This design comes from an exercise in tuning for small area on the open sky130 flow, not from production work. Only simulation tests tie the RTL to the original design; equivalence was not proved. Power figures rest on the tool's default switching activity, not on a simulated workload.

$ cat flow/config.mk
export PLATFORM = sky130hd
export DESIGN_NAME = msi_main
export DESIGN_NICKNAME = msi_main
export VERILOG_FILES = /design/flow/design.v
export SDC_FILE = /design/flow/constraint.sdc
export NUM_CORES = 4
export LEC_CHECK = 0
export CAP_MARGIN = 0
export CELL_PAD_IN_SITES_DETAIL_PLACEMENT = 1
export CELL_PAD_IN_SITES_GLOBAL_PLACEMENT = 2
export CORE_MARGIN = 2
export CORE_UTILIZATION = 30
export PLACE_DENSITY = 0.45
export SETUP_SLACK_MARGIN = 0.1
export SLEW_MARGIN = 0
export SYNTH_HIERARCHICAL = 1
export SYNTH_MINIMUM_KEEP_SIZE = 0
$ cat flow/flow/run.sh
#!/bin/bash
# Own layout flow around the standard ORFS flow:
#  - synthesis is the standard one, except that ABC maps with flow/abc_area.script
#    (choice computation and delay-aware mapping with area recovery, without the
#    buffering and up-sizing of ORFS's speed script; placement repairs slew and timing);
#  - the port buffers use a small buffer instead of the default delay cell;
#  - clock tree synthesis uses small clock buffers and no dummy loads.
# Make output goes to synth.log and standard.log here; every ORFS step keeps its own log
# under orfs/logs/.
set -euo pipefail
here=$(pwd)
rm -rf "$here/scripts_own"
cp -r "$FLOW_HOME/scripts" "$here/scripts_own"
cp "$here/flow/abc_area.script" "$here/scripts_own/abc_area.script"
SCRIPTS_DIR="$here/scripts_own" ABC_AREA=1 bash standard.sh synth > synth.log 2>&1
export BUFFER_PORTS_ARGS="-buffer_cell sky130_fd_sc_hd__buf_2"
export CTS_ARGS="-sink_clustering_enable -repair_clock_nets -dont_use_dummy_load -buf_list sky130_fd_sc_hd__clkbuf_8 -sink_clustering_size 14 -sink_clustering_max_diameter 50"
bash standard.sh > standard.log 2>&1
$ cat flow/flow/abc_area.script
&get -n
&st
&dch
&nf
&put
$ cat flow/constraint.sdc
create_clock -name core_clock -period 9.0 [get_ports {clk}]
set_input_delay 1.8000 -clock core_clock [delete_from_list [all_inputs] [get_ports {clk}]]
set_output_delay 1.8000 -clock core_clock [all_outputs]
set_load 0.01 [all_outputs]
$ cat flow/standard.sh
#!/bin/bash
# synth_recipe.tcl (not shown) runs the flow's synth.tcl, then flattens the netlist and writes it again
# the make line also repeats each setting of config.mk as NAME=value (left out here)
make -C /OpenROAD-flow-scripts/flow DESIGN_CONFIG=/design/flow/config.mk WORK_HOME=/design/flow/orfs CLKGATE_MAP_FILE= SYNTH_SCRIPT=/design/flow/synth_recipe.tcl "${@:-finish}"
$ cat flow/design.v
module FSM_MSI_CPU_requests_controller(
	input valid, modified, hit, write,
	output write_back,
	output modified_next
	);
	assign write_back = valid & modified & ~hit;
	assign modified_next = write | (modified & hit);
endmodule
module FSM_MSI_BUS_requests_controller(
	input valid, modified, tag_match,
	input bus_write, bus_hit, bus_own_m,
	output write_back, supply, match,
	output valid_next, modified_next
	);
	wire own_m = valid & modified;
	assign write_back = own_m & ~bus_hit;            
	assign supply = write_back & tag_match;
	assign match = valid & tag_match;
	assign valid_next = ~(bus_write & (~bus_hit | (~modified & ~bus_own_m)));
	assign modified_next = modified & bus_hit;
endmodule
module cache_directlyMapped_32x21bits(
	input clk, rst,
	input write,
	input [15:0] write_data,
	input [8:0] mem_address,
	input [15:0] mem_data_delivery,
	input bus_write,
	input [8:0] bus_address,
	input bus_hit,               
	input bus_own_m,             
	input bus_data_found,        
	input [15:0] bus_data_delivery,
	output hit, own_m,
	output [15:0] data_out_cpu,
	output cpu_write_back, bus_write_back,
	output [8:0] address_out_mem_cpu, address_out_mem_bus,
	output [15:0] data_out_mem_cpu, data_out_mem_bus,
	output supply
	);
	reg        v  [0:31];
	reg        m  [0:31];
	reg [3:0]  tg [0:31];
	reg [15:0] dt [0:31];
	wire [4:0] idx = mem_address[4:0];
	wire [3:0] tag = mem_address[8:5];
	wire [4:0] bidx = bus_address[4:0];
	wire [3:0] btag = bus_address[8:5];
	wire [31:0] csel = 32'd1 << idx;
	wire [31:0] bsel = 32'd1 << bidx;
	wire [31:0] col [0:21];    
	genvar g, gb;
	generate for (g = 0; g < 32; g = g + 1) begin : rd
		assign col[0][g] = v[g];
		assign col[1][g] = m[g];
		for (gb = 0; gb < 4; gb = gb + 1) begin : t
			assign col[2 + gb][g] = tg[g][gb];
		end
		for (gb = 0; gb < 16; gb = gb + 1) begin : d
			assign col[6 + gb][g] = dt[g][gb];
		end
	end endgenerate
	wire [21:0] c_line, b_line;
	generate for (gb = 0; gb < 22; gb = gb + 1) begin : sel
		line_select32 c_sel(.sel(csel), .d(col[gb]), .q(c_line[gb]));
		line_select32 b_sel(.sel(bsel), .d(col[gb]), .q(b_line[gb]));
	end endgenerate
	wire        c_v = c_line[0], c_m = c_line[1];
	wire        b_v = b_line[0], b_m = b_line[1];
	wire [3:0]  c_tg = c_line[5:2], b_tg = b_line[5:2];
	wire [15:0] c_dt = c_line[21:6], b_dt = b_line[21:6];
	assign hit = c_v & (c_tg == tag);
	assign own_m = c_v & c_m;
	wire c_m_next, b_v_next, b_m_next, b_match;
	FSM_MSI_CPU_requests_controller _CTRL_R_(
		.valid(c_v), .modified(c_m), .hit(hit), .write(write),
		.write_back(cpu_write_back), .modified_next(c_m_next));
	FSM_MSI_BUS_requests_controller _CTRL_B_(
		.valid(b_v), .modified(b_m), .tag_match(b_tg == btag),
		.bus_write(bus_write), .bus_hit(bus_hit), .bus_own_m(bus_own_m),
		.write_back(bus_write_back), .supply(supply), .match(b_match),
		.valid_next(b_v_next), .modified_next(b_m_next));
	assign data_out_cpu = hit ? c_dt : (bus_data_found ? bus_data_delivery : mem_data_delivery);
	wire [15:0] d_next = write ? write_data : data_out_cpu;
	assign address_out_mem_cpu = {c_tg, idx};
	assign address_out_mem_bus = {b_tg, bidx};
	assign data_out_mem_cpu = c_dt;
	assign data_out_mem_bus = b_dt;
	integer i;
	always @(posedge clk) begin
		if (rst) begin
			for (i = 0; i < 32; i = i + 1)
				v[i] <= 1'b0;
		end else begin
			v[idx] <= 1'b1;
			if (b_match)
				v[bidx] <= b_v_next;    
		end
		m[idx] <= c_m_next;
		if (b_match)
			m[bidx] <= b_m_next;
		tg[idx] <= tag;
		dt[idx] <= d_next;
	end
endmodule
module line_select32(
	input [31:0] sel,
	input [31:0] d,
	output q
	);
	wire [10:0] n;
	genvar g;
	generate for (g = 0; g < 10; g = g + 1) begin : grp
		aoi222 a(.a1(sel[3*g]), .a2(d[3*g]), .b1(sel[3*g+1]), .b2(d[3*g+1]),
		         .c1(sel[3*g+2]), .c2(d[3*g+2]), .y(n[g]));
	end endgenerate
	aoi22 last(.a1(sel[30]), .a2(d[30]), .b1(sel[31]), .b2(d[31]), .y(n[10]));
	assign q = ~&n;
endmodule
module aoi222(input a1, a2, b1, b2, c1, c2, output y);
	assign y = ~((a1 & a2) | (b1 & b2) | (c1 & c2));
endmodule
module aoi22(input a1, a2, b1, b2, output y);
	assign y = ~((a1 & a2) | (b1 & b2));
endmodule
module msi_main(
	input clk,
	input rst,
	input core1_write,
	input [8:0] core1_mem_adress,
	input [15:0] core1_write_data,
	input core2_write,
	input [8:0] core2_mem_adress,
	input [15:0] core2_write_data,
	input [15:0] mem_readed1, mem_readed2,
	output [15:0] cache1_data_out_cpu, cache2_data_out_cpu,
	output cache1_write_back_cpu, cache1_write_back_bus, cache2_write_back_cpu, cache2_write_back_bus,
	output [8:0] cache1_address_out_mem_cpu, cache1_address_out_mem_bus, cache2_address_out_mem_cpu, cache2_address_out_mem_bus,
	output [15:0] cache1_data_out_mem_cpu, cache1_data_out_mem_bus, cache2_data_out_mem_cpu, cache2_data_out_mem_bus
);
	wire c1_hit, c2_hit, c1_own_m, c2_own_m;
	wire c1_supply, c2_supply;
	wire [15:0] c1_bus_data, c2_bus_data;
	cache_directlyMapped_32x21bits _CORE1_CACHE_(
		.clk(clk), .rst(rst),
		.write(core1_write), .write_data(core1_write_data), .mem_address(core1_mem_adress),
		.mem_data_delivery(mem_readed1),
		.bus_write(core2_write), .bus_address(core2_mem_adress),
		.bus_hit(c2_hit), .bus_own_m(c2_own_m),
		.bus_data_found(c2_supply), .bus_data_delivery(c2_bus_data),
		.hit(c1_hit), .own_m(c1_own_m),
		.data_out_cpu(cache1_data_out_cpu),
		.cpu_write_back(cache1_write_back_cpu), .bus_write_back(cache1_write_back_bus),
		.address_out_mem_cpu(cache1_address_out_mem_cpu), .address_out_mem_bus(cache1_address_out_mem_bus),
		.data_out_mem_cpu(cache1_data_out_mem_cpu), .data_out_mem_bus(c1_bus_data),
		.supply(c1_supply)
	);
	cache_directlyMapped_32x21bits _CORE2_CACHE_(
		.clk(clk), .rst(rst),
		.write(core2_write), .write_data(core2_write_data), .mem_address(core2_mem_adress),
		.mem_data_delivery(mem_readed2),
		.bus_write(core1_write), .bus_address(core1_mem_adress),
		.bus_hit(c1_hit), .bus_own_m(c1_own_m),
		.bus_data_found(c1_supply), .bus_data_delivery(c1_bus_data),
		.hit(c2_hit), .own_m(c2_own_m),
		.data_out_cpu(cache2_data_out_cpu),
		.cpu_write_back(cache2_write_back_cpu), .bus_write_back(cache2_write_back_bus),
		.address_out_mem_cpu(cache2_address_out_mem_cpu), .address_out_mem_bus(cache2_address_out_mem_bus),
		.data_out_mem_cpu(cache2_data_out_mem_cpu), .data_out_mem_bus(c2_bus_data),
		.supply(c2_supply)
	);
	assign cache1_data_out_mem_bus = c1_bus_data;
	assign cache2_data_out_mem_bus = c2_bus_data;
endmodule
==> results of run 1 <==
sequential cells by signal, summed over array words and instances (netlist names):
name and flops:
_CORE2_CACHE_.v 32, _CORE1_CACHE_.v 32, _CORE1_CACHE_.dt 512, _CORE1_CACHE_.tg 128, _CORE2_CACHE_.dt 512, _CORE2_CACHE_.tg 128, _CORE1_CACHE_.m 32, _CORE2_CACHE_.m 32
metrics by stage:
stage               hold slack, ns  worst slack, ns
detailed placement           0.510            0.179
CTS                          0.525            0.137
global placement             0.500            0.144
floorplan                    0.482            0.256
global route                 0.562            0.101
finish                       0.527            0.128
cells in the mapped netlist (64+ instances only):
master    instances  share of area [%]
edfxtp_1       1344                 69
a222oi_1        880                 15
nor2_1          228                1.5
nand4_1         178                1.9
o21ai_0         130                1.1
nand2_1         106               0.68
o31ai_1          96                1.2
nand3_1          92               0.79
or3_1            92               0.98
a22oi_1          88                1.1
a31oi_1          64               0.68
dfxtp_1          64                2.2
mux2_1           64                1.2
report_power, final:
part / internal [uW] / switching (uW)
Sequential: 7310 / 44.0
Combinational: 320 / 1090
Clock: 1810 / 2370
per-layer routing:
| layer | track usage [%] | vias to the layer above |
|---|---|---|
| met3 | 5.90 | 504 |
| met4 | 15.4 | 10 |
| met2 | 45.1 | 2930 |
| met5 | 0 | - |
| met1 | 42.5 | 25100 |
| li1 | - | 18900 |
per-module statistics from Yosys (local to each module, per instance), a selection:
module / cells / flops+latches / copies in the design
aoi22: 1 / 0 / 88
FSM_MSI_CPU_requests_controller: 2 / 0 / 2
line_select32: 4 / 0 / 88
cache_directlyMapped_32x21bits: 1150 / 704 / 2
aoi222: 1 / 0 / 880
FSM_MSI_BUS_requests_controller: 7 / 0 / 2
worst register-to-register path, stage by stage (launching register included):
cell	delay (ns)
edfxtp_1	0.38
a222oi_1	0.46
nand4_1	0.46
or3_1	0.53
xnor2_1	0.16
and4_1	0.35
nand2_1	0.13
clkinv_1	0.10
nor3b_2	0.27
buf_12	0.26
a221oi_1	0.15
buf_4	0.21
o31ai_4	0.85
buf_4	0.45
layout make-up:
class / instances / area, um2
antenna: 80 / 200
timing repair buffer: 630 / 4360
inverter: 4 / 15.0
fill: 19800 / 125000
sequential: 1408 / 41600
clock buffer: 186 / 2560
tap: 2542 / 3180
multi-input combinational: 2206 / 17700
what timing repair did:
action	4_1_cts	5_1_grt
gates resized for setup	0	1
endpoints found under the hold margin	0	0
hold buffers	0	0
setup endpoints to repair	0	6
final timing paths:
| kind | start | cells after the start | to |
|---|---|---|---|
| max | core1_mem_adress[4] | 17 | cache1_data_out_cpu[9] |
| min reg2reg | _CORE1_CACHE_.v[7] | 2 | _CORE1_CACHE_.v[7] |
| min | _CORE1_CACHE_.v[7] | 2 | _CORE1_CACHE_.v[7] |
| max reg2reg | _CORE1_CACHE_.tg[21][0] | 13 | _CORE1_CACHE_.dt[3][11] |
logic make-up (layout without fill, tap and decap cells):
| family | after synthesis | count (layout) | share of synthesized area (%) |
|---|---|---|---|
| AND/OR/NAND/NOR | 834 | 834 | 7.36 |
| AO/OA/AOI/OAI | 1292 | 1292 | 19.7 |
| flip-flops | 1408 | 1408 | 71.2 |
| buffers and inverters | 24 | 820 | 0.282 |
| other | 0 | 80 | 0 |
| multiplexers | 64 | 64 | 1.23 |
| XOR/XNOR | 16 | 16 | 0.240 |
cells in the final DEF, fill, tap and decap left out, types with 8 or more instances in the layout:
cell      synthesis  final
edfxtp_1       1344   1344
a222oi_1        880    880
buf_4            20    397
buf_2             0    219
nor2_2            0    191
clkbuf_8          0    186
nand4_1         178    178
o21ai_0         130    130
nand2_1         106    106
or3_1            92     92
nand3_1          92     92
a22oi_1          88     88
diode_2           0     80
a31oi_1          64     64
o31ai_1          96     64
mux2_1           64     64
dfxtp_1          64     64
nor2b_1          36     36
nor2_1          228     36
nor3_1           34     34
a221oi_1         32     32
o31ai_4           0     32
nand3b_1         14     14
buf_12            0     14
or3b_1           12     12
xnor2_1           8      8
and3b_1           8      8
xor2_1            8      8
==> impl_metrics.py, run 1 <==
metrics = {
    "run_status": {
        "run_status": "complete, no violations",
    },
    "pwr": {
        "leakage_uw": 0.0218,
        "totalPowerFinal_uw": 12900,
        "power.density_cell_area_nw_per_um2": 186,
        "vdd_ir_drop_max_uv": 121,
    },
    "critical_path": {
        "startpoint_type": "input port",
        "path_buf_inv": 6,
        "timing.critical_path.fanout_max": 32,
        "critical_path.top_delay_family": "simple AND/OR/NAND/NOR gates",
        "cp_cell_sequence": "buf_2 -> buf_4 -> nand3b_1 -> nor2_2 -> buf_4 -> a222oi_1 -> nand4_1 -> or3_1 -> xor2_1 -> nor4_2 -> nor3b_2 -> buf_12 -> nor2b_1 -> a221oi_1 -> buf_4 -> nor2_1 -> buf_2",
        "crit_type": "input port to primary output",
        "regToRegSetupSlack_ns": 3.96,
        "critical-path-slowest-cell": "a221oi_1",
        "cp.arrival_ns": 7.07,
        "setup.worst_path.end_class": "primary output",
        "critical_path_required_ns": 7.20,
        "critical-path-max-stage-delay_ns": 0.56,
        "crit_path_frequent_cell": "buf_4",
    },
    "route": {
        "wl_um": 311000,
        "dr_total_vias": 47500,
        "drt-met1-wl_um": 131000,
        "drt-wirelength-per-cell_um": 44.1,
        "dr.max_layer_used": "met5",
        "dr_wl_met3_um": 27900,
        "first_pass_iters": 11,
        "detailroute.wirelength.met2_um": 136000,
        "drt-vias-per-instance": 6.73,
        "drt-initial-drc-count": 9305,
        "drt.antenna.violating_nets": 0,
        "remaining_drc_errors": 0,
    },
    "placed_design": {
        "io_buffer_count": 221,
        "place_area_um2": 66800,
        "globalplace.congestion": 0.908,
        "place.detailed.instances": 6790,
        "dp_hpwl_um": 218000,
    },
    "yosys": {
        "synth.yosys.warnings": 7,
        "synth-seq-area-share_pct": 71.2,
        "synth_top_flop_cell": "edfxtp_1",
        "mappedNetlistNets": 3724,
        "netlist_area_um2": 58500,
        "synth-edff-count": 1344,
        "synthesis.instances": 3638,
        "avgSynthCellArea_um2": 16.1,
        "synthesized_flop_and_latch_total": 1408,
        "netlist-cell-type-count": 31,
        "asyncSetResetFlopFracSynth_pct": 0,
    },
    "layout": {
        "num-nets-final": 4522,
        "final_cell_count_no_fill": 7056,
        "core_util_final_pct": 35.8,
        "drive_gt1_share_pct": 23.6,
        "area_growth_syn_to_layout_pct": 19.0,
        "layout.cell_area.non_filler_um2": 69600,
    },
    "clocking": {
        "clock-sinks": 1408,
        "clk_pin_slew_ns": 0.04,
        "cts_tree": "built",
        "cts-buffers-inserted": 186,
        "clkLatencyLatePin_ns": 0.98,
        "clk_path_buf_depth": 3,
        "cts.repair_timing.setup_buffer_count": 0,
        "cts-root-buf": "clkbuf_8",
        "cts_max_level": 4,
    },
    "grt": {
        "first_global_vias": 47400,
        "grt_max_degree": 67,
        "number_of_antenna_violations_at_the_first_check_in_global_routing": 90,
        "grt_pass1_wl_um": 415000,
        "global_route.usage.total_pct": 30.5,
        "overflow_left_after_global_routing": 0,
    },
    "sta": {
        "unrepaired_setup_endpoints_after_global_routing": "no",
        "achievable_freq_mhz": 113,
        "post-route-period-util_pct": 98.6,
        "measured_slew_at_the_worst_slew_check_pin_ns": 1.28,
        "timing.final.max_slew_violations": 0,
        "setup_violations": 0,
        "worst_clock_skew_on_the_final_layout_ns": 0.121,
        "final-hold-violation-count": 0,
        "fin_crit_ns": 8.87,
        "worst_slew_margin_pct": 14.3,
        "totalNegativeSetupSlack_ns": 0,
    },
    "floorplan": {
        "boundaryPins": 222,
        "std_cell_rows": 162,
        "floorplan.core_area_um2": 194000,
        "fp.dieH_um": 446,
        "initial_utilization_pct": 30.1,
        "fp.dieW_um": 446,
        "dieArea_um2": 199000,
    },
    "hold_path": {
        "min_path_type": "register to register",
    },
    "run": {
        "drv_cap": 0,
    },
}
==> run 2, diff against run 1 <==
==> flow/config.mk (replaced) <==
export PLATFORM = sky130hd
export DESIGN_NAME = msi_main
export DESIGN_NICKNAME = msi_main
export VERILOG_FILES = /design/flow/design.v
export SDC_FILE = /design/flow/constraint.sdc
export NUM_CORES = 4
export LEC_CHECK = 0
export CAP_MARGIN = 20
export CORE_MARGIN = 2
export CORE_UTILIZATION = 30
export PLACE_DENSITY = 0.45
export SETUP_SLACK_MARGIN = 0.1
export SLEW_MARGIN = 20
export SYNTH_HIERARCHICAL = 1
export SYNTH_MINIMUM_KEEP_SIZE = 0
==> run 2 against run 1 <==
Compared with the run above: combinational power decreased by 4%; still clean on timing, DRC and antenna; clock skew grew 0.070 ns; via count down 0.66%; non-clock buffer count fell by 57; largest power group unchanged; synthesized cell count unchanged.
==> impl_metrics.py, run 2 <==
metrics = {
    "sta": {
        "totalNegativeSetupSlack_ns": 0,
        "final-hold-violation-count": 0,
        "achievable_freq_mhz": 114,
        "worst_slew_margin_pct": 23.2,
        "fin_crit_ns": 8.74,
        "setup_violations": 0,
        "measured_slew_at_the_worst_slew_check_pin_ns": 1.15,
        "unrepaired_setup_endpoints_after_global_routing": "no",
        "timing.final.max_slew_violations": 0,
        "worst_clock_skew_on_the_final_layout_ns": 0.191,
        "setup_ws_ns": 0.264,
        "post-route-period-util_pct": 97.1,
    },
    "critical_path": {
        "r2r_end": "_CORE1_CACHE_.dt[29][9]",
        "timing.critical_path.fanout_max": 26,
        "critical_path_required_ns": 7.20,
        "crit_type": "input port to primary output",
        "crit_path_end": "cache2_data_out_cpu[14]",
        "critical-path-max-stage-delay_ns": 0.65,
        "cp_cell_sequence": "buf_2 -> or3b_1 -> nor2_2 -> a222oi_1 -> nand4_1 -> or3_1 -> xor2_1 -> nor4_1 -> nor3b_2 -> buf_4 -> nor2b_1 -> a221oi_1 -> nor2_1 -> buf_2",
        "worstSetupStartpoint": "core2_mem_adress[2]",
        "reg2reg_depth": 11,
        "regToRegSetupSlack_ns": 4.03,
        "critical_path.reg2reg.startpoint": "_CORE2_CACHE_.tg[20][2]",
        "critical-path-slowest-cell": "or3b_1",
        "startpoint_type": "input port",
        "path_buf_inv": 3,
        "path_depth": 14,
        "crit_path_frequent_cell": "buf_2",
        "cp.arrival_ns": 6.94,
        "critical_path.top_delay_family": "simple AND/OR/NAND/NOR gates",
        "setup.worst_path.end_class": "primary output",
    },
    "floorplan": {
        "fp.dieH_um": 446,
        "initial_utilization_pct": 30.1,
        "floorplan.core_area_um2": 194000,
        "fp.dieW_um": 446,
        "boundaryPins": 222,
        "dieArea_um2": 199000,
        "std_cell_rows": 162,
    },
    "yosys": {
        "synth-edff-count": 1344,
        "netlist-cell-type-count": 31,
        "avgSynthCellArea_um2": 16.1,
        "synth-simple-area-share_pct": 7.36,
        "synth_mux_area_share_pct": 1.23,
        "main_combinational_cell_family_by_area_after_synthesis": "compound AO/OA/AOI/OAI gates",
        "synth.yosys.warnings": 7,
        "post_synth_fa_ha_maj_area_fraction_pct": 0,
        "synth_compound_gate_area_share_pct": 19.7,
        "yosys.cell_count.top_type": "edfxtp_1",
        "netlist_area_um2": 58500,
        "synth-seq-area-share_pct": 71.2,
        "yosys.area_share.xor_xnor_pct": 0.240,
        "synth.area.top_cells": "edfxtp_1, a222oi_1, dfxtp_1",
        "synthesized_flop_and_latch_total": 1408,
        "yosys-top-cells-count": "edfxtp_1, a222oi_1, nor2_1, nand4_1, o21ai_0",
        "mappedNetlistNets": 3724,
        "synthesis.instances": 3638,
        "netlist.top_cell.by_area": "edfxtp_1",
        "asyncSetResetFlopFracSynth_pct": 0,
        "synth_top_flop_cell": "edfxtp_1",
        "synth_top_area_share_pct": 69.0,
    },
    "route": {
        "first_pass_iters": 14,
        "wl_um": 277000,
        "drt.antenna.violating_nets": 0,
        "dr_total_vias": 47200,
        "drt-initial-drc-count": 11100,
        "remaining_drc_errors": 0,
        "drt-wirelength-per-cell_um": 39.1,
        "drt-vias-per-instance": 6.67,
    },
    "grt": {
        "global_route.usage.total_pct": 26.8,
        "grt_pass1_wl_um": 369000,
        "grt_max_degree": 67,
        "number_of_antenna_violations_at_the_first_check_in_global_routing": 53,
        "overflow_left_after_global_routing": 0,
        "first_global_vias": 43900,
    },
    "run": {
        "drv_cap": 0,
    },
    "pwr": {
        "leakage_uw": 0.0214,
        "power.density_cell_area_nw_per_um2": 182,
        "vdd_ir_drop_max_uv": 148,
        "totalPowerFinal_uw": 12600,
    },
    "layout": {
        "area_growth_syn_to_layout_pct": 18.1,
        "final_cell_count_no_fill": 7074,
        "layout_commonest_cell": "edfxtp_1",
        "num-nets-final": 4446,
        "layout.cell_area.non_filler_um2": 69100,
        "reg.largest.list": "_CORE1_CACHE_.dt (512), _CORE2_CACHE_.dt (512)",
        "layout.cells.most_common_list": "edfxtp_1, a222oi_1, buf_4",
        "drive_gt1_share_pct": 22.7,
    },
    "clocking": {
        "clock-sinks": 1408,
        "cts_tree": "built",
        "cts-buffers-inserted": 167,
        "clk_pin_slew_ns": 0.06,
        "cts_max_level": 4,
        "clk_path_buf_depth": 3,
        "clkLatencyLatePin_ns": 1.00,
        "cts-root-buf": "clkbuf_8",
    },
    "placed_design": {
        "io_buffer_count": 221,
        "place.detailed.instances": 6729,
        "dp_hpwl_um": 190000,
        "globalplace.congestion": 0.948,
        "pre_cts_slack_ns": 0.0249,
        "place_area_um2": 66300,
    },
    "run_status": {
        "run_status": "complete, no violations",
    },
    "hold_path": {
        "min_path_type": "register to register",
    },
}
==> run 2: cell families (layout without fill, tap and decap cells) <==
kind of cell	after synthesis	count (layout)
DFF	1408	1408
and+or+nand+nor	834	834
muxes	64	64
other	0	174
xor gates and xnor gates	16	16
AOI/OAI and AO/OA	1292	1292
buffers and inverters	24	744
==> run 2: how the worst min path moves through the flow <==
stage                        startpoint             endpoint  slack (ns)  cells after the start
finish              _CORE2_CACHE_.v[14]  _CORE2_CACHE_.v[14]        0.53                      2
floorplan            _CORE1_CACHE_.v[0]   _CORE1_CACHE_.v[0]        0.48                      2
global placement    _CORE1_CACHE_.v[12]  _CORE1_CACHE_.v[12]        0.50                      2
global route         _CORE2_CACHE_.v[9]   _CORE2_CACHE_.v[9]        0.55                      2
detailed placement  _CORE2_CACHE_.v[22]  _CORE2_CACHE_.v[22]        0.51                      2
CTS                 _CORE2_CACHE_.v[22]  _CORE2_CACHE_.v[22]        0.52                      2
==> run 2: worst reg2reg max path, stage by stage, from the launching register on <==
cell      delay, ns
edfxtp_1       0.39
a222oi_1       0.48
nand4_1        0.34
or3_1          0.63
xor2_1         0.23
nor4_2         0.53
buf_4          0.23
nor3b_2        0.19
buf_4          0.37
a221oi_1       0.27
o31ai_4        0.75
buf_4          0.37
==> run 2: final cells by class <==
cell class	count	area, um2
multi-input combinational	2206	17800
antenna	174	435
inverter	4	15.0
timing repair buffer	573	3780
clock buffer	167	2300
tap	2542	3180
fill	18600	125000
sequential	1408	41600
==> run 2: timing repair <==
action | 4_1_cts | 5_1_grt
buffers inserted | 0 | 3
resized for setup | 2 | 3
hold buffers | 0 | 0
endpoints found under the setup margin | 3 | 10
endpoints found under the hold margin | 0 | 0
==> run 2: report_power, final <==
group	switching (uW)	total [uW]	internal [uW]
Sequential	42.0	7350	7310
Clock	2270	3900	1630
Combinational	1040	1350	306
==> run 2: modules after synthesis, one instance, submodules excluded, a selection <==
| module | cells inside | flip-flops and latches | times used | cell area [um2] |
|---|---|---|---|---|
| cache_directlyMapped_32x21bits | 1150 | 704 | 2 | 23400 |
| FSM_MSI_BUS_requests_controller | 7 | 0 | 2 | 36.3 |
| line_select32 | 4 | 0 | 88 | 23.8 |
| FSM_MSI_CPU_requests_controller | 2 | 0 | 2 | 16.3 |
| aoi222 | 1 | 0 | 880 | 10.0 |
| aoi22 | 1 | 0 | 88 | 7.51 |
==> run 2: layer usage <==
layer / global-route usage [%] / share of wire, % / vias up
li1: - / - / 18900
met2: 40.4 / 44 / 3480
met5: 0 / 0.014 / -
met3: 5.14 / 10 / 560
met4: 16.9 / 6.9 / 6
met1: 35.4 / 38 / 24200
==> run 2: stage by stage <==
stage	utilization, %	hold WS, ns
after floorplan	-	0.482
after global placement	34.1	0.502
after detailed placement	34.1	0.506
after CTS	35.3	0.523
after global routing	35.5	0.548
final	35.6	0.531
==> run 3, diff against run 2 <==
--- a/flow/flow/run.sh
+++ b/flow/flow/run.sh
@@ -14,5 +14,5 @@
 cp "$here/flow/abc_area.script" "$here/scripts_own/abc_area.script"
 SCRIPTS_DIR="$here/scripts_own" ABC_AREA=1 bash standard.sh synth > synth.log 2>&1
 export BUFFER_PORTS_ARGS="-buffer_cell sky130_fd_sc_hd__buf_2"
-export CTS_ARGS="-sink_clustering_enable -repair_clock_nets -dont_use_dummy_load -buf_list sky130_fd_sc_hd__clkbuf_8 -sink_clustering_size 14 -sink_clustering_max_diameter 50"
+export CTS_ARGS="-sink_clustering_enable -repair_clock_nets -dont_use_dummy_load -buf_list sky130_fd_sc_hd__clkbuf_16 -sink_clustering_size 30 -sink_clustering_max_diameter 80"
 bash standard.sh > standard.log 2>&1
==> run 3 against run 2 <==
Compared with the run above: global-route usage fell by 0.19 points; first-iteration DRC count is 3.7% higher; sequential cell count stayed put; clock skew decreased by 0.055 ns; cell count fell by 1.0%; area after synthesis unchanged; sequential power about the same; final area about the same; via count down 0.63%; maximum frequency shrank 1.2%; sequential share of layout area barely moved; critical endpoint is now cache1_data_out_cpu[9]; largest cell class unchanged; largest power group unchanged.
==> impl_metrics.py, run 3 <==
metrics = {
    "pwr": {
        "power.density_cell_area_nw_per_um2": 184,
        "total_switching_power_uw": 3290,
        "leakage_uw": 0.0213,
        "seqPwrFrac_pct": 57.6,
        "totalPowerFinal_uw": 12700,
        "power_report.internal_total_uw": 9450,
        "portion_of_total_power_attributed_to_the_clock_network_pct": 31.8,
        "net_switching_fraction_of_the_power_pct": 25.8,
        "combPwrFrac_pct": 10.6,
        "vdd_ir_drop_max_uv": 140,
    },
    "layout": {
        "area_growth_syn_to_layout_pct": 18.2,
        "layout_commonest_cell": "edfxtp_1",
        "core_util_final_pct": 35.6,
        "reg.largest.list": "_CORE1_CACHE_.dt (512), _CORE2_CACHE_.dt (512)",
        "final.fill_count": 18600,
        "layout.cells.most_common_list": "edfxtp_1, a222oi_1, buf_4",
        "drive_gt1_share_pct": 21.4,
        "num-nets-final": 4373,
        "layout.cell_area.non_filler_um2": 69200,
    },
    "yosys": {
        "avgSynthCellArea_um2": 16.1,
        "synth.yosys.warnings": 7,
        "netlist-cell-type-count": 31,
        "synth-edff-count": 1344,
        "yosys.cell_count.top_type": "edfxtp_1",
        "netlist.top_cell.by_area": "edfxtp_1",
        "mappedNetlistNets": 3724,
        "synth-seq-area-share_pct": 71.2,
        "synthesized_flop_and_latch_total": 1408,
        "synth_top_flop_cell": "edfxtp_1",
        "yosys-top-cells-count": "edfxtp_1, a222oi_1, nor2_1, nand4_1, o21ai_0",
        "synth.area.top_cells": "edfxtp_1, a222oi_1, dfxtp_1",
        "asyncSetResetFlopFracSynth_pct": 0,
        "synth_top_area_share_pct": 69.0,
        "synthesis.instances": 3638,
        "netlist_area_um2": 58500,
    },
    "route": {
        "drt.antenna.violating_nets": 0,
        "drt-wirelength-per-cell_um": 39.3,
        "remaining_drc_errors": 0,
        "dr_total_vias": 46900,
        "wl_um": 275000,
        "first_pass_iters": 11,
        "drt-initial-drc-count": 11500,
        "drt-vias-per-instance": 6.70,
    },
    "sta": {
        "measured_slew_at_the_worst_slew_check_pin_ns": 1.18,
        "fin_crit_ns": 8.84,
        "final-hold-violation-count": 0,
        "achievable_freq_mhz": 113,
        "post-route-period-util_pct": 98.2,
        "hold_ws_ns": 0.534,
        "unrepaired_setup_endpoints_after_global_routing": "no",
        "worst_slew_margin_pct": 21.4,
        "worst_clock_skew_on_the_final_layout_ns": 0.136,
        "setup_violations": 0,
        "totalNegativeSetupSlack_ns": 0,
        "timing.final.max_slew_violations": 0,
    },
    "placed_design": {
        "globalplace.congestion": 0.948,
        "io_buffer_count": 221,
        "place_area_um2": 66300,
        "dp_hpwl_um": 190000,
    },
    "critical_path": {
        "critical_path.reg2reg.startpoint": "_CORE2_CACHE_.tg[18][2]",
        "crit_path_end": "cache1_data_out_cpu[9]",
        "cp_cell_sequence": "buf_2 -> buf_4 -> nand3b_1 -> nor2_2 -> a222oi_1 -> nand4_1 -> or3_1 -> xor2_1 -> nor4_2 -> buf_4 -> nor3b_2 -> buf_4 -> nor2b_1 -> a221oi_1 -> nor2_1 -> buf_2",
        "r2r_end": "_CORE1_CACHE_.dt[11][9]",
        "path_buf_inv": 5,
        "worstSetupStartpoint": "core1_mem_adress[4]",
        "critical-path-max-stage-delay_ns": 0.79,
        "crit_type": "input port to primary output",
        "critical_path_required_ns": 7.20,
        "setup.worst_path.end_class": "primary output",
        "critical_path.top_delay_family": "simple AND/OR/NAND/NOR gates",
        "startpoint_type": "input port",
        "regToRegSetupSlack_ns": 4.01,
        "critical-path-slowest-cell": "nor2_2",
        "timing.critical_path.fanout_max": 26,
        "crit_path_frequent_cell": "buf_4",
        "path_depth": 16,
        "reg2reg_depth": 11,
        "cp.arrival_ns": 7.04,
    },
    "clocking": {
        "cts_tree": "built",
        "cts_max_level": 3,
        "cts-root-buf": "clkbuf_16",
        "hold_buf_cts": 0,
        "clkLatencyLatePin_ns": 0.81,
        "clk_pin_slew_ns": 0.06,
        "clock-sinks": 1408,
        "clk_path_buf_depth": 3,
        "cts-buffers-inserted": 94,
    },
    "grt": {
        "overflow_left_after_global_routing": 0,
        "number_of_antenna_violations_at_the_first_check_in_global_routing": 52,
        "grt_pass1_wl_um": 367000,
        "first_global_vias": 43200,
        "grt_max_degree": 67,
        "global_route.usage.total_pct": 26.6,
    },
    "floorplan": {
        "std_cell_rows": 162,
        "boundaryPins": 222,
        "dieArea_um2": 199000,
        "fp.dieH_um": 446,
        "initial_utilization_pct": 30.1,
        "fp.dieW_um": 446,
        "floorplan.core_area_um2": 194000,
    },
    "hold_path": {
        "min_path_type": "register to register",
    },
    "run": {
        "drv_cap": 0,
    },
    "run_status": {
        "run_status": "complete, no violations",
    },
}
[run 3: logic make-up (layout without fill, tap and decap cells)]
kind of cell | after synthesis | count (layout) | share of synthesized area [%]
flip-flops | 1408 | 1408 | 71.2
AO/OA/AOI/OAI | 1292 | 1292 | 19.7
AND/OR/NAND/NOR | 834 | 834 | 7.36
multiplexers | 64 | 64 | 1.23
buffers and inverters | 24 | 671 | 0.282
XOR/XNOR | 16 | 16 | 0.240
other | 0 | 174 | 0
[run 3: worst register-to-register path, delay by kind of cell (launching register included)]
kind / cells / cell delay (ns)
AO/OA/AOI/OAI: 3 / 1.53
buffers and inverters: 3 / 0.95
AND/OR/NAND/NOR: 4 / 1.74
XOR/XNOR: 1 / 0.22
flip-flops: 1 / 0.42
[run 3: power by group through the flow]
stage	Combinational, uW	Sequential (uW)	Clock, uW
3_3_place_gp	1310	7490	0
4_1_cts	1310	7340	4110
5_1_grt	1360	7350	4320
6_report	1350	7340	4050
3_5_place_dp	1310	7490	0
2_1_floorplan	456	7480	0
[run 3: layout make-up]
class / instances / area, um2 / share of cell area (%)
sequential: 1408 / 41600 / 60.2
inverter: 4 / 15.0 / 0.0217
multi-input combinational: 2206 / 17800 / 25.7
antenna: 174 / 435 / 0.630
clock buffer: 94 / 2350 / 3.40
timing repair buffer: 573 / 3780 / 5.46
tap: 2542 / 3180 / 4.60
[run 3: Yosys stat by module, one instance, submodules excluded, excerpt]
module	cell area (um2)	flip-flops and latches	copies in the design
FSM_MSI_BUS_requests_controller	36.3	0	2
FSM_MSI_CPU_requests_controller	16.3	0	2
aoi22	7.51	0	88
aoi222	10.0	0	880
cache_directlyMapped_32x21bits	23400	704	2
line_select32	23.8	0	88
[run 3: per-layer routing]
metal | wire, um | global-route usage (%) | share of wire, %
met1 | 105000 | 35.1 | 38
met2 | 123000 | 40.6 | 45
met3 | 29000 | 5.24 | 11
met4 | 18400 | 15.4 | 6.7
met5 | 53 | 0 | 0.019
[run 3: worst min-delay path by stage]
stage                        start             endpoint  slack (ns)  cells after the start
3_5_place_dp   _CORE2_CACHE_.v[22]  _CORE2_CACHE_.v[22]        0.51                      2
5_1_grt         _CORE2_CACHE_.v[9]   _CORE2_CACHE_.v[9]        0.55                      2
3_3_place_gp   _CORE1_CACHE_.v[12]  _CORE1_CACHE_.v[12]        0.50                      2
6_report       _CORE1_CACHE_.v[22]  _CORE1_CACHE_.v[22]        0.53                      2
2_1_floorplan   _CORE1_CACHE_.v[0]   _CORE1_CACHE_.v[0]        0.48                      2
4_1_cts        _CORE2_CACHE_.v[22]  _CORE2_CACHE_.v[22]        0.53                      2
[run 3: timing repair]
action	in CTS	in global routing
gates resized for setup	2	3
setup endpoints to repair	9	7
setup buffers	0	3
cloned	0	0
[run 3: per-stage QoR]
stage	worst slack, ns	std cells
after detailed placement	0.0249	6729
after global placement	0.0170	6729
after floorplan	0.256	3638
after CTS	0.279	6823
final	0.162	7001
after global routing	0.126	6989
==> run 4, diff against run 3 <==
--- a/flow/flow/run.sh
+++ b/flow/flow/run.sh
@@ -14,5 +14,5 @@
 cp "$here/flow/abc_area.script" "$here/scripts_own/abc_area.script"
 SCRIPTS_DIR="$here/scripts_own" ABC_AREA=1 bash standard.sh synth > synth.log 2>&1
 export BUFFER_PORTS_ARGS="-buffer_cell sky130_fd_sc_hd__buf_2"
-export CTS_ARGS="-sink_clustering_enable -repair_clock_nets -dont_use_dummy_load -buf_list sky130_fd_sc_hd__clkbuf_16 -sink_clustering_size 30 -sink_clustering_max_diameter 80"
+export CTS_ARGS="-sink_clustering_enable -repair_clock_nets -dont_use_dummy_load -buf_list sky130_fd_sc_hd__clkbuf_8 -sink_clustering_size 18 -sink_clustering_max_diameter 55"
 bash standard.sh > standard.log 2>&1
==> run 4 against run 3 <==
Compared with the run above: still clean; maximum frequency up 1.3%; synthesized cell count unchanged; core utilization down 0.19 points; wire length up 0.39%; cell count up 1.1%; largest power group unchanged.
==> impl_metrics.py, run 4 <==
metrics = {
    "run_status": {
        "run_status": "complete, no violations",
    },
    "sta": {
        "post-route-period-util_pct": 96.9,
        "timing.final.max_slew_violations": 0,
        "measured_slew_at_the_worst_slew_check_pin_ns": 1.17,
        "worst_slew_margin_pct": 21.5,
        "setup_violations": 0,
        "fin_crit_ns": 8.72,
        "worst_clock_skew_on_the_final_layout_ns": 0.147,
        "achievable_freq_mhz": 115,
        "totalNegativeSetupSlack_ns": 0,
        "unrepaired_setup_endpoints_after_global_routing": "yes",
        "final-hold-violation-count": 0,
    },
    "yosys": {
        "synth.yosys.warnings": 7,
        "netlist_area_um2": 58500,
        "main_combinational_cell_family_by_area_after_synthesis": "compound AO/OA/AOI/OAI gates",
        "synth.area.top_cells": "edfxtp_1, a222oi_1, dfxtp_1",
        "synth-seq-area-share_pct": 71.2,
        "synth-edff-count": 1344,
        "netlist.top_cell.by_area": "edfxtp_1",
        "yosys.area_share.xor_xnor_pct": 0.240,
        "mappedNetlistNets": 3724,
        "asyncSetResetFlopFracSynth_pct": 0,
        "avgSynthCellArea_um2": 16.1,
        "synth_mux_area_share_pct": 1.23,
        "yosys.cell_count.top_type": "edfxtp_1",
        "post_synth_fa_ha_maj_area_fraction_pct": 0,
        "synth_compound_gate_area_share_pct": 19.7,
        "synthesis.instances": 3638,
        "synthesized_flop_and_latch_total": 1408,
        "synth_top_flop_cell": "edfxtp_1",
        "yosys-top-cells-count": "edfxtp_1, a222oi_1, nor2_1, nand4_1, o21ai_0",
        "synth_top_area_share_pct": 69.0,
        "synth-simple-area-share_pct": 7.36,
        "netlist-cell-type-count": 31,
    },
    "route": {
        "first_pass_iters": 14,
        "dr_total_vias": 47100,
        "remaining_drc_errors": 0,
        "drt.antenna.violating_nets": 0,
        "drt-vias-per-instance": 6.66,
        "wl_um": 276000,
        "drt-wirelength-per-cell_um": 39.0,
        "drt-initial-drc-count": 11200,
    },
    "layout": {
        "layout_commonest_cell": "edfxtp_1",
        "layout.cell_area.non_filler_um2": 68800,
        "drive_gt1_share_pct": 22.2,
        "layout.cells.most_common_list": "edfxtp_1, a222oi_1, buf_4",
        "num-nets-final": 4418,
        "area_growth_syn_to_layout_pct": 17.6,
        "reg.largest.list": "_CORE1_CACHE_.dt (512), _CORE2_CACHE_.dt (512)",
        "final_cell_count_no_fill": 7076,
    },
    "critical_path": {
        "setup.worst_path.end_class": "primary output",
        "startpoint_type": "input port",
        "cp_cell_sequence": "buf_2 -> or3b_1 -> nor2_2 -> a222oi_1 -> nand4_1 -> or3_1 -> xor2_1 -> nor4_1 -> nor3b_2 -> buf_4 -> nor2b_1 -> a221oi_1 -> nor2_1 -> buf_2",
        "timing.critical_path.fanout_max": 26,
        "critical-path-slowest-cell": "or3b_1",
        "critical_path_required_ns": 7.20,
        "crit_type": "input port to primary output",
        "reg2reg_depth": 11,
        "crit_path_frequent_cell": "buf_2",
        "critical-path-max-stage-delay_ns": 0.65,
        "cp.arrival_ns": 6.92,
    },
    "grt": {
        "grt_max_degree": 67,
        "global_route.usage.total_pct": 26.7,
        "overflow_left_after_global_routing": 0,
        "number_of_antenna_violations_at_the_first_check_in_global_routing": 54,
        "grt_pass1_wl_um": 368000,
        "first_global_vias": 43600,
    },
    "floorplan": {
        "fp.dieW_um": 446,
        "floorplan.core_area_um2": 194000,
        "initial_utilization_pct": 30.1,
        "boundaryPins": 222,
        "dieArea_um2": 199000,
        "std_cell_rows": 162,
        "fp.dieH_um": 446,
    },
    "pwr": {
        "power.density_cell_area_nw_per_um2": 178,
        "portion_of_total_power_attributed_to_the_clock_network_pct": 29.1,
        "seqPwrFrac_pct": 59.9,
        "total_switching_power_uw": 3280,
        "vdd_ir_drop_max_uv": 132,
        "leakage_uw": 0.0212,
        "combPwrFrac_pct": 11.0,
        "net_switching_fraction_of_the_power_pct": 26.8,
        "power_report.internal_total_uw": 8980,
    },
    "hold_path": {
        "hold-path-cell-count": 2,
        "min_path_type": "register to register",
    },
    "clocking": {
        "clock-sinks": 1408,
        "clkLatencyLatePin_ns": 0.97,
        "cts_tree": "built",
        "cts-root-buf": "clkbuf_8",
        "cts_max_level": 4,
        "clk_path_buf_depth": 3,
        "cts-buffers-inserted": 139,
        "clk_pin_slew_ns": 0.08,
    },
    "placed_design": {
        "globalplace.congestion": 0.948,
        "dp_hpwl_um": 190000,
        "io_buffer_count": 221,
        "place.detailed.instances": 6729,
        "place_area_um2": 66300,
    },
    "run": {
        "drv_cap": 0,
    },
}
[run 4: cell counts after synthesis]
Identical to the previous run, type by type.
[run 4: layout make-up]
class / count / area [um2]
diodes: 204 / 510
clock buffers: 139 / 1910
fillers: 18600 / 126000
inverters: 4 / 15.0
multi-input cells: 2206 / 17800
flip-flops and latches: 1408 / 41600
well taps: 2542 / 3180
repair buffers: 573 / 3780
[run 4: worst paths after layout]
path	from	to	slack, ns
max	core2_mem_adress[2]	cache2_data_out_cpu[14]	0.28
min	_CORE2_CACHE_.v[9]	_CORE2_CACHE_.v[9]	0.53
max reg2reg	_CORE2_CACHE_.tg[18][2]	_CORE1_CACHE_.dt[19][9]	4.07
min reg2reg	_CORE2_CACHE_.v[9]	_CORE2_CACHE_.v[9]	0.53
[run 4: power groups by stage]
stage	Clock [uW]	Sequential (uW)	Combinational (uW)
5_1_grt	3840	7350	1360
3_5_place_dp	0	7490	1310
6_report	3570	7350	1350
3_3_place_gp	0	7490	1310
4_1_cts	3620	7340	1310
2_1_floorplan	0	7480	456
[run 4: cell families (layout without fill, tap and decap cells)]
group | after synthesis | in the layout
buf+inv | 24 | 716
simple gates | 834 | 834
other cells | 0 | 204
compound gates | 1292 | 1292
xor+xnor | 16 | 16
flops | 1408 | 1408
mux | 64 | 64
[run 4: stage by stage]
stage	total power [uW]	utilization, %	hold slack, ns	setup slack [ns]
6_report	12300	35.4	0.530	0.276
5_1_grt	12600	35.4	0.553	0.0874
4_1_cts	12300	35.1	0.527	0.279
3_5_place_dp	8800	34.1	0.506	0.0249
3_3_place_gp	8800	34.1	0.502	0.0170
2_1_floorplan	7940	-	0.482	0.256
[run 4: worst max-delay path: cells and delay by family]
family / cells / cell delay (ns)
XOR/XNOR: 1 / 0.16
AO/OA/AOI/OAI: 2 / 0.94
AND/OR/NAND/NOR: 8 / 2.88
buffers and inverters: 3 / 1.05
[run 4: Yosys stat by module, one instance, submodules excluded, excerpt]
module                           cells inside  flops+latches  copies in the design
aoi222                                      1              0                   880
aoi22                                       1              0                    88
FSM_MSI_BUS_requests_controller             7              0                     2
line_select32                               4              0                    88
cache_directlyMapped_32x21bits           1150            704                     2
FSM_MSI_CPU_requests_controller             2              0                     2
[run 4: repair_timing]
item | in CTS | in global routing
endpoints found under the setup margin | 3 | 9
hold buffers | 0 | 0
gates resized for setup | 2 | 3
buffers inserted | 0 | 3
[run 4: metal layers]
layer,track usage [%],share of wire (%),vias up
li1,-,-,18900
met1,35.1,38,24300
met2,40.1,44,3358
met3,5.42,10,547
met4,17.0,7.0,8
met5,0,0.020,-
==> run 5, diff against run 4 <==
--- a/flow/flow/run.sh
+++ b/flow/flow/run.sh
@@ -14,5 +14,5 @@
 cp "$here/flow/abc_area.script" "$here/scripts_own/abc_area.script"
 SCRIPTS_DIR="$here/scripts_own" ABC_AREA=1 bash standard.sh synth > synth.log 2>&1
 export BUFFER_PORTS_ARGS="-buffer_cell sky130_fd_sc_hd__buf_2"
-export CTS_ARGS="-sink_clustering_enable -repair_clock_nets -dont_use_dummy_load -buf_list sky130_fd_sc_hd__clkbuf_8 -sink_clustering_size 18 -sink_clustering_max_diameter 55"
+export CTS_ARGS="-sink_clustering_enable -repair_clock_nets -dont_use_dummy_load -buf_list sky130_fd_sc_hd__clkbuf_4 -sink_clustering_size 10 -sink_clustering_max_diameter 40"
 bash standard.sh > standard.log 2>&1
==> run 5 against run 4 <==
Compared with the run above: still clean on timing, DRC and antenna; sequential power about the same; combinational power about the same; synthesized cell count unchanged; global-route usage up 0.17 points; hold slack better by 0.0012 ns; sequential cell count unchanged; largest cell class unchanged.
==> impl_metrics.py, run 5 <==
metrics = {
    "yosys": {
        "synth-simple-area-share_pct": 7.36,
        "main_combinational_cell_family_by_area_after_synthesis": "compound AO/OA/AOI/OAI gates",
        "synth_mux_area_share_pct": 1.23,
        "post_synth_fa_ha_maj_area_fraction_pct": 0,
        "mappedNetlistNets": 3724,
        "yosys-top-cells-count": "edfxtp_1, a222oi_1, nor2_1, nand4_1, o21ai_0",
        "netlist-cell-type-count": 31,
        "synth-seq-area-share_pct": 71.2,
        "netlist.top_cell.by_area": "edfxtp_1",
        "synth_top_area_share_pct": 69.0,
        "synth.area.top_cells": "edfxtp_1, a222oi_1, dfxtp_1",
        "synthesized_flop_and_latch_total": 1408,
        "synth_top_flop_cell": "edfxtp_1",
        "synth.yosys.warnings": 7,
        "synthesis.instances": 3638,
        "yosys.area_share.xor_xnor_pct": 0.240,
        "synth_compound_gate_area_share_pct": 19.7,
        "synth-edff-count": 1344,
        "netlist_area_um2": 58500,
        "avgSynthCellArea_um2": 16.1,
        "asyncSetResetFlopFracSynth_pct": 0,
        "yosys.cell_count.top_type": "edfxtp_1",
    },
    "pwr": {
        "vdd_ir_drop_max_uv": 109,
        "leakage_uw": 0.0213,
        "totalPowerFinal_uw": 12100,
        "power.density_cell_area_nw_per_um2": 177,
    },
    "sta": {
        "worst_slew_margin_pct": 24.6,
        "worst_clock_skew_on_the_final_layout_ns": 0.254,
        "unrepaired_setup_endpoints_after_global_routing": "no",
        "achievable_freq_mhz": 114,
        "final-hold-violation-count": 0,
        "totalNegativeSetupSlack_ns": 0,
        "fin_crit_ns": 8.75,
        "timing.final.max_slew_violations": 0,
        "post-route-period-util_pct": 97.3,
        "hold_ws_ns": 0.531,
        "setup_violations": 0,
        "measured_slew_at_the_worst_slew_check_pin_ns": 1.13,
    },
    "route": {
        "drt-initial-drc-count": 11100,
        "first_pass_iters": 14,
        "dr_total_vias": 47700,
        "drt.antenna.violating_nets": 0,
        "drt-vias-per-instance": 6.65,
        "wl_um": 277000,
        "drt-wirelength-per-cell_um": 38.6,
        "remaining_drc_errors": 0,
    },
    "floorplan": {
        "boundaryPins": 222,
        "floorplan.core_area_um2": 194000,
        "initial_utilization_pct": 30.1,
        "std_cell_rows": 162,
        "fp.dieW_um": 446,
        "dieArea_um2": 199000,
        "fp.dieH_um": 446,
    },
    "critical_path": {
        "critical_path.top_delay_family": "simple AND/OR/NAND/NOR gates",
        "cp.arrival_ns": 6.95,
        "critical-path-slowest-cell": "nor2_2",
        "critical-path-max-stage-delay_ns": 0.78,
        "critical_path_required_ns": 7.20,
        "crit_path_frequent_cell": "buf_4",
        "path_buf_inv": 5,
        "timing.critical_path.fanout_max": 26,
        "crit_type": "input port to primary output",
        "startpoint_type": "input port",
        "cp_cell_sequence": "buf_2 -> buf_4 -> nand3b_1 -> nor2_2 -> a222oi_1 -> nand4_1 -> or3_1 -> xor2_1 -> nor4_2 -> buf_4 -> nor3b_2 -> buf_4 -> nor2b_1 -> a221oi_2 -> nor2_1 -> buf_2",
        "setup.worst_path.end_class": "primary output",
    },
    "hold_path": {
        "min_path_type": "register to register",
    },
    "clocking": {
        "hold_buf_cts": 0,
        "cts-root-buf": "clkbuf_4",
        "clk_pin_slew_ns": 0.07,
        "cts-buffers-inserted": 239,
        "clkLatencyLatePin_ns": 1.38,
        "cts_tree": "built",
        "cts_max_level": 4,
        "clk_path_buf_depth": 3,
        "clock-sinks": 1408,
    },
    "grt": {
        "first_global_vias": 44500,
        "global_route.usage.total_pct": 26.8,
        "grt_max_degree": 67,
        "overflow_left_after_global_routing": 0,
        "number_of_antenna_violations_at_the_first_check_in_global_routing": 55,
        "grt_pass1_wl_um": 371000,
    },
    "placed_design": {
        "dp_hpwl_um": 190000,
        "io_buffer_count": 221,
        "globalplace.congestion": 0.948,
    },
    "layout": {
        "layout.cells.most_common_list": "edfxtp_1, a222oi_1, buf_4",
        "drive_gt1_share_pct": 24.0,
        "reg.largest.list": "_CORE1_CACHE_.dt (512), _CORE2_CACHE_.dt (512)",
        "layout_commonest_cell": "edfxtp_1",
        "area_growth_syn_to_layout_pct": 17.3,
        "core_util_final_pct": 35.3,
        "num-nets-final": 4518,
    },
    "run_status": {
        "run_status": "complete, no violations",
    },
    "run": {
        "drv_cap": 0,
    },
}
-- run 5: report_power, final --
part           total [uW]  internal (uW)  switching (uW)
Sequential           7350           7300            41.9
Combinational        1350            306            1040
Clock                3440           1200            2240
-- run 5: per-module statistics from Yosys, one instance, submodules excluded, excerpt --
module,cell area (um2),times used
FSM_MSI_CPU_requests_controller,16.3,2
aoi222,10.0,880
cache_directlyMapped_32x21bits,23400,2
FSM_MSI_BUS_requests_controller,36.3,2
line_select32,23.8,88
aoi22,7.51,88
-- run 5: cells by family (layout without fill, tap and decap cells) --
kind of cell,count (synthesis),in the layout
buffers and inverters,24,816
flip-flops,1408,1408
AND/OR/NAND/NOR,834,834
XOR/XNOR,16,16
multiplexers,64,64
other,0,196
AO/OA/AOI/OAI,1292,1292
-- run 5: worst paths after layout --
kind | slack, ns | from | to | cells after the start
hold / removal | 0.53 | _CORE2_CACHE_.v[9] | _CORE2_CACHE_.v[9] | 2
hold reg to reg | 0.53 | _CORE2_CACHE_.v[9] | _CORE2_CACHE_.v[9] | 2
setup / recovery | 0.25 | core1_mem_adress[4] | cache1_data_out_cpu[14] | 16
setup reg to reg | 3.93 | _CORE2_CACHE_.tg[18][2] | _CORE1_CACHE_.dt[22][9] | 11
-- run 5: timing repair --
| item | in CTS | in global routing |
|---|---|---|
| setup buffers | 0 | 3 |
| resized for setup | 2 | 4 |
| endpoints found under the setup margin | 9 | 5 |
-- run 5: cell type report --
class | instances | area, um2
antenna | 196 | 490
multi-input combinational | 2206 | 17800
timing repair buffer | 573 | 3780
clock buffer | 239 | 1790
tap | 2542 | 3180
fill | 18700 | 126000
inverter | 4 | 15.0
sequential | 1408 | 41600
-- run 5: worst reg2reg max path, stage by stage (launching register included) --
cell and delay (ns):
edfxtp_1 0.42, a222oi_1 0.54, nand4_1 0.34, or3_1 0.63
xor2_1 0.23, nor4_2 0.50, buf_4 0.22, nor3b_2 0.19
buf_4 0.38, a221oi_1 0.27, o31ai_4 0.73, buf_4 0.37
-- run 5: per-layer routing --
metal / up-vias / wire length [um] / track usage (%)
met2: 3541 / 122000 / 40.2
met5: - / 27 / 0
met4: 4 / 19500 / 17.3
met3: 565 / 29800 / 5.83
met1: 24400 / 105000 / 35.1
li1: 19200 / - / -
-- run 5: through the flow --
| stage | instances | worst slack [ns] | instance area (um2) |
|---|---|---|---|
| 2_1_floorplan | 3638 | 0.256 | 58500 |
| 3_3_place_gp | 6729 | 0.0170 | 66300 |
| 3_5_place_dp | 6729 | 0.0249 | 66300 |
| 4_1_cts | 6968 | 0.279 | 68100 |
| 5_1_grt | 7142 | 0.105 | 68600 |
| 6_report | 7168 | 0.247 | 68700 |
==> run 6, diff against run 5 <==
--- a/flow/config.mk
+++ b/flow/config.mk
@@ -7,8 +7,8 @@
 export LEC_CHECK = 0
 export CAP_MARGIN = 20
 export CORE_MARGIN = 2
-export CORE_UTILIZATION = 30
-export PLACE_DENSITY = 0.45
+export CORE_UTILIZATION = 40
+export PLACE_DENSITY = 0.55
 export SETUP_SLACK_MARGIN = 0.1
 export SLEW_MARGIN = 20
 export SYNTH_HIERARCHICAL = 1
==> run 6 against run 5 <==
Compared with the run above: maximum frequency grew 0.15%; non-clock buffer count increased by 14; worst setup slack improved by 0.013 ns; sequential power about the same; die area is 25% lower; cell count down 11%; critical path type unchanged; critical endpoint is now cache1_data_out_cpu[9].
==> impl_metrics.py, run 6 <==
metrics = {
    "critical_path": {
        "startpoint_type": "input port",
        "crit_path_frequent_cell": "buf_4",
        "critical_path_required_ns": 7.20,
        "setup.worst_path.end_class": "primary output",
        "critical_path.top_delay_family": "simple AND/OR/NAND/NOR gates",
        "cp_cell_sequence": "buf_2 -> or3b_1 -> nor2_2 -> buf_4 -> a222oi_1 -> nand4_1 -> or3_1 -> xnor2_1 -> and4_1 -> nand2_1 -> clkinv_1 -> nor3b_2 -> buf_4 -> nor2b_1 -> a221oi_2 -> buf_4 -> nor2_1 -> buf_2",
        "timing.critical_path.fanout_max": 26,
        "cp.arrival_ns": 6.94,
        "crit_type": "input port to primary output",
        "path_buf_inv": 6,
        "critical-path-max-stage-delay_ns": 0.63,
        "critical-path-slowest-cell": "or3b_1",
    },
    "sta": {
        "totalNegativeSetupSlack_ns": 0,
        "hold_ws_ns": 0.532,
        "fin_crit_ns": 8.74,
        "measured_slew_at_the_worst_slew_check_pin_ns": 1.07,
        "worst_slew_margin_pct": 28.8,
        "post-route-period-util_pct": 97.1,
        "timing.final.max_slew_violations": 0,
        "setup_violations": 0,
        "worst_clock_skew_on_the_final_layout_ns": 0.160,
        "final-hold-violation-count": 0,
        "achievable_freq_mhz": 114,
        "unrepaired_setup_endpoints_after_global_routing": "no",
    },
    "floorplan": {
        "fp.dieH_um": 386,
        "initial_utilization_pct": 40.2,
        "dieArea_um2": 149000,
        "fp.dieW_um": 386,
        "boundaryPins": 222,
        "std_cell_rows": 140,
        "floorplan.core_area_um2": 145000,
    },
    "placed_design": {
        "io_buffer_count": 221,
        "dp_hpwl_um": 168000,
        "globalplace.congestion": 0.937,
        "place_area_um2": 65600,
    },
    "layout": {
        "layout.cell_area.non_filler_um2": 67200,
        "drive_gt1_share_pct": 23.2,
        "core_util_final_pct": 46.3,
        "num-nets-final": 4496,
        "layout_commonest_cell": "edfxtp_1",
        "layout.cells.most_common_list": "edfxtp_1, a222oi_1, buf_4",
        "area_growth_syn_to_layout_pct": 14.9,
        "reg.largest.list": "_CORE1_CACHE_.dt (512), _CORE2_CACHE_.dt (512)",
    },
    "yosys": {
        "yosys.cell_count.top_type": "edfxtp_1",
        "synth.yosys.warnings": 7,
        "synth-seq-area-share_pct": 71.2,
        "netlist_area_um2": 58500,
        "mappedNetlistNets": 3724,
        "synth_compound_gate_area_share_pct": 19.7,
        "synth-simple-area-share_pct": 7.36,
        "synth_top_flop_cell": "edfxtp_1",
        "main_combinational_cell_family_by_area_after_synthesis": "compound AO/OA/AOI/OAI gates",
        "netlist-cell-type-count": 31,
        "post_synth_fa_ha_maj_area_fraction_pct": 0,
        "synthesis.instances": 3638,
        "synth.area.top_cells": "edfxtp_1, a222oi_1, dfxtp_1",
        "netlist.top_cell.by_area": "edfxtp_1",
        "synth-edff-count": 1344,
        "yosys-top-cells-count": "edfxtp_1, a222oi_1, nor2_1, nand4_1, o21ai_0",
        "synthesized_flop_and_latch_total": 1408,
        "avgSynthCellArea_um2": 16.1,
        "synth_top_area_share_pct": 69.0,
        "yosys.area_share.xor_xnor_pct": 0.240,
        "asyncSetResetFlopFracSynth_pct": 0,
        "synth_mux_area_share_pct": 1.23,
    },
    "grt": {
        "globalRouteMet1Util_pct": 44.7,
        "grt.busiest_layer": "met2",
        "global_route.usage.total_pct": 32.3,
        "grt_max_degree": 67,
        "routing_usage_on_met2_pct": 47.1,
        "first_global_vias": 44600,
        "overflow_left_after_global_routing": 0,
        "grtUsageMet3_pct": 10.9,
        "number_of_antenna_violations_at_the_first_check_in_global_routing": 34,
        "grt_pass1_wl_um": 342000,
    },
    "route": {
        "drt-wirelength-per-cell_um": 39.4,
        "wl_um": 250000,
        "first_pass_iters": 13,
        "dr_total_vias": 47500,
        "drt.antenna.violating_nets": 0,
        "remaining_drc_errors": 0,
        "drt-vias-per-instance": 7.47,
        "drt-initial-drc-count": 12100,
    },
    "clocking": {
        "cts-root-buf": "clkbuf_4",
        "cts_max_level": 4,
        "clkLatencyLatePin_ns": 1.30,
        "clk_path_buf_depth": 3,
        "cts-buffers-inserted": 203,
        "clock-sinks": 1408,
        "cts_tree": "built",
        "cts.repair_timing.setup_buffer_count": 0,
        "clk_pin_slew_ns": 0.06,
    },
    "pwr": {
        "total_switching_power_uw": 3120,
        "leakage_uw": 0.0211,
        "portion_of_total_power_attributed_to_the_clock_network_pct": 26.8,
        "power.density_cell_area_nw_per_um2": 175,
        "net_switching_fraction_of_the_power_pct": 26.5,
        "combPwrFrac_pct": 10.7,
        "power_report.internal_total_uw": 8640,
        "totalPowerFinal_uw": 11800,
        "vdd_ir_drop_max_uv": 114,
        "seqPwrFrac_pct": 62.5,
    },
    "run": {
        "drv_cap": 0,
    },
    "hold_path": {
        "min_path_type": "register to register",
    },
    "run_status": {
        "run_status": "complete, no violations",
    },
}
-- run 6: changes by cell type in the layout (fill, tap and decap cells not counted), sizes merged --
cell,previous run,this run
clkbuf,239,204
diode,196,33
buf,573,586
-- run 6: power groups by stage --
stage	clock network, uW	registers, uW	logic, uW
4_1_cts	3180	7340	1220
3_5_place_dp	0	7490	1210
3_3_place_gp	0	7490	1210
2_1_floorplan	0	7480	456
6_report	3150	7340	1260
5_1_grt	3430	7350	1280
-- run 6: what timing repair did --
action / in CTS / in global routing
setup endpoints to repair: 1 / 4
hold buffers: 0 / 0
hold endpoints to repair: 0 / 0
gates resized for setup: 1 / 7
cloned: 0 / 0
-- run 6: layout make-up --
| type | count | area, um2 |
|---|---|---|
| well taps | 1917 | 2400 |
| clock buffers | 203 | 1520 |
| repair buffers | 587 | 3910 |
| inverters | 4 | 15.0 |
| flip-flops and latches | 1408 | 41600 |
| diodes | 33 | 82.6 |
| multi-input cells | 2206 | 17700 |
| fillers | 12800 | 78100 |
-- run 6: tightest hold or removal path: cells and delay by family (launching register included) --
kind | cells | cell delay [ns]
compound gates | 2 | 0.15
flops | 1 | 0.35
-- run 6: kinds of logic after synthesis --
| logic type | after synthesis |
|---|---|
| AOI/OAI and AO/OA | 1292 |
| xor gates and xnor gates | 16 |
| buffers and inverters | 24 |
| DFF | 1408 |
| muxes | 64 |
| and+or+nand+nor | 834 |
-- run 6: modules after synthesis (local to each module, per instance), excerpt --
module                           times used  area, um2  cells  flip-flops and latches
FSM_MSI_BUS_requests_controller           2       36.3      7                       0
FSM_MSI_CPU_requests_controller           2       16.3      2                       0
aoi22                                    88       7.51      1                       0
aoi222                                  880       10.0      1                       0
cache_directlyMapped_32x21bits            2      23400   1150                     704
line_select32                            88       23.8      4                       0
-- run 6: per-stage QoR --
| stage | cells | setup slack [ns] |
|---|---|---|
| after CTS | 6325 | 0.193 |
| after floorplan | 3638 | 0.256 |
| after global placement | 6122 | 0.105 |
| after global routing | 6336 | 0.119 |
| after detailed placement | 6122 | 0.0741 |
| final | 6358 | 0.260 |
-- run 6: routing by layer --
metal | routed length, um | vias up
met5 | 141 | -
met4 | 9740 | 22
met3 | 39700 | 564
met2 | 107000 | 4222
met1 | 93600 | 23800
li1 | - | 18900
-- run 6: final timing paths --
check | from | to | slack (ns) | cells past startpoint
setup / recovery | core1_mem_adress[4] | cache1_data_out_cpu[9] | 0.26 | 18
hold / removal | _CORE1_CACHE_.v[20] | _CORE1_CACHE_.v[20] | 0.53 | 2
setup reg to reg | _CORE1_CACHE_.tg[24][0] | _CORE1_CACHE_.dt[24][9] | 4.23 | 14
hold reg to reg | _CORE1_CACHE_.v[20] | _CORE1_CACHE_.v[20] | 0.53 | 2

==> what the ideal ports hide <==
The flow's constraints put no driver on any port. The routed layouts listed below were extracted and timed again, unchanged, in two steps. Step 1 sets driving cells, clkbuf_16 on the clock port and buf_2 on the other inputs (assumed; they add their load-dependent delay and slew). Step 2, shift: input delay + t, output delay - t, t = (earliest + latest rising clock arrival at the registers) / 2. This alone moves slack from input paths to output paths. Three values: no drivers, after step 1, after step 2; two values: the first two.
run	t (ns)	slack for setup (ns)	worst setup path after step 2	clock arrival spread, ns
run 1	1.002	0.128 / 0.102 / 0.102	input to output	0.121 / 0.121
run 2	0.995	0.264 / 0.206 / 0.206	input to output	0.191 / 0.191
run 3	0.823	0.162 / 0.138 / 0.138	input to output	0.136 / 0.136
run 4	0.978	0.276 / 0.254 / 0.254	input to output	0.147 / 0.147
run 5	1.343	0.247 / 0.222 / 0.222	input to output	0.253 / 0.254
run 6	1.300	0.260 / 0.230 / 0.230	input to output	0.164 / 0.164
After both steps setup and hold are still met in every run listed. The setup slack of run 2, which loses most, moves by -0.058 ns with the drivers and by -0.058 ns with both steps.
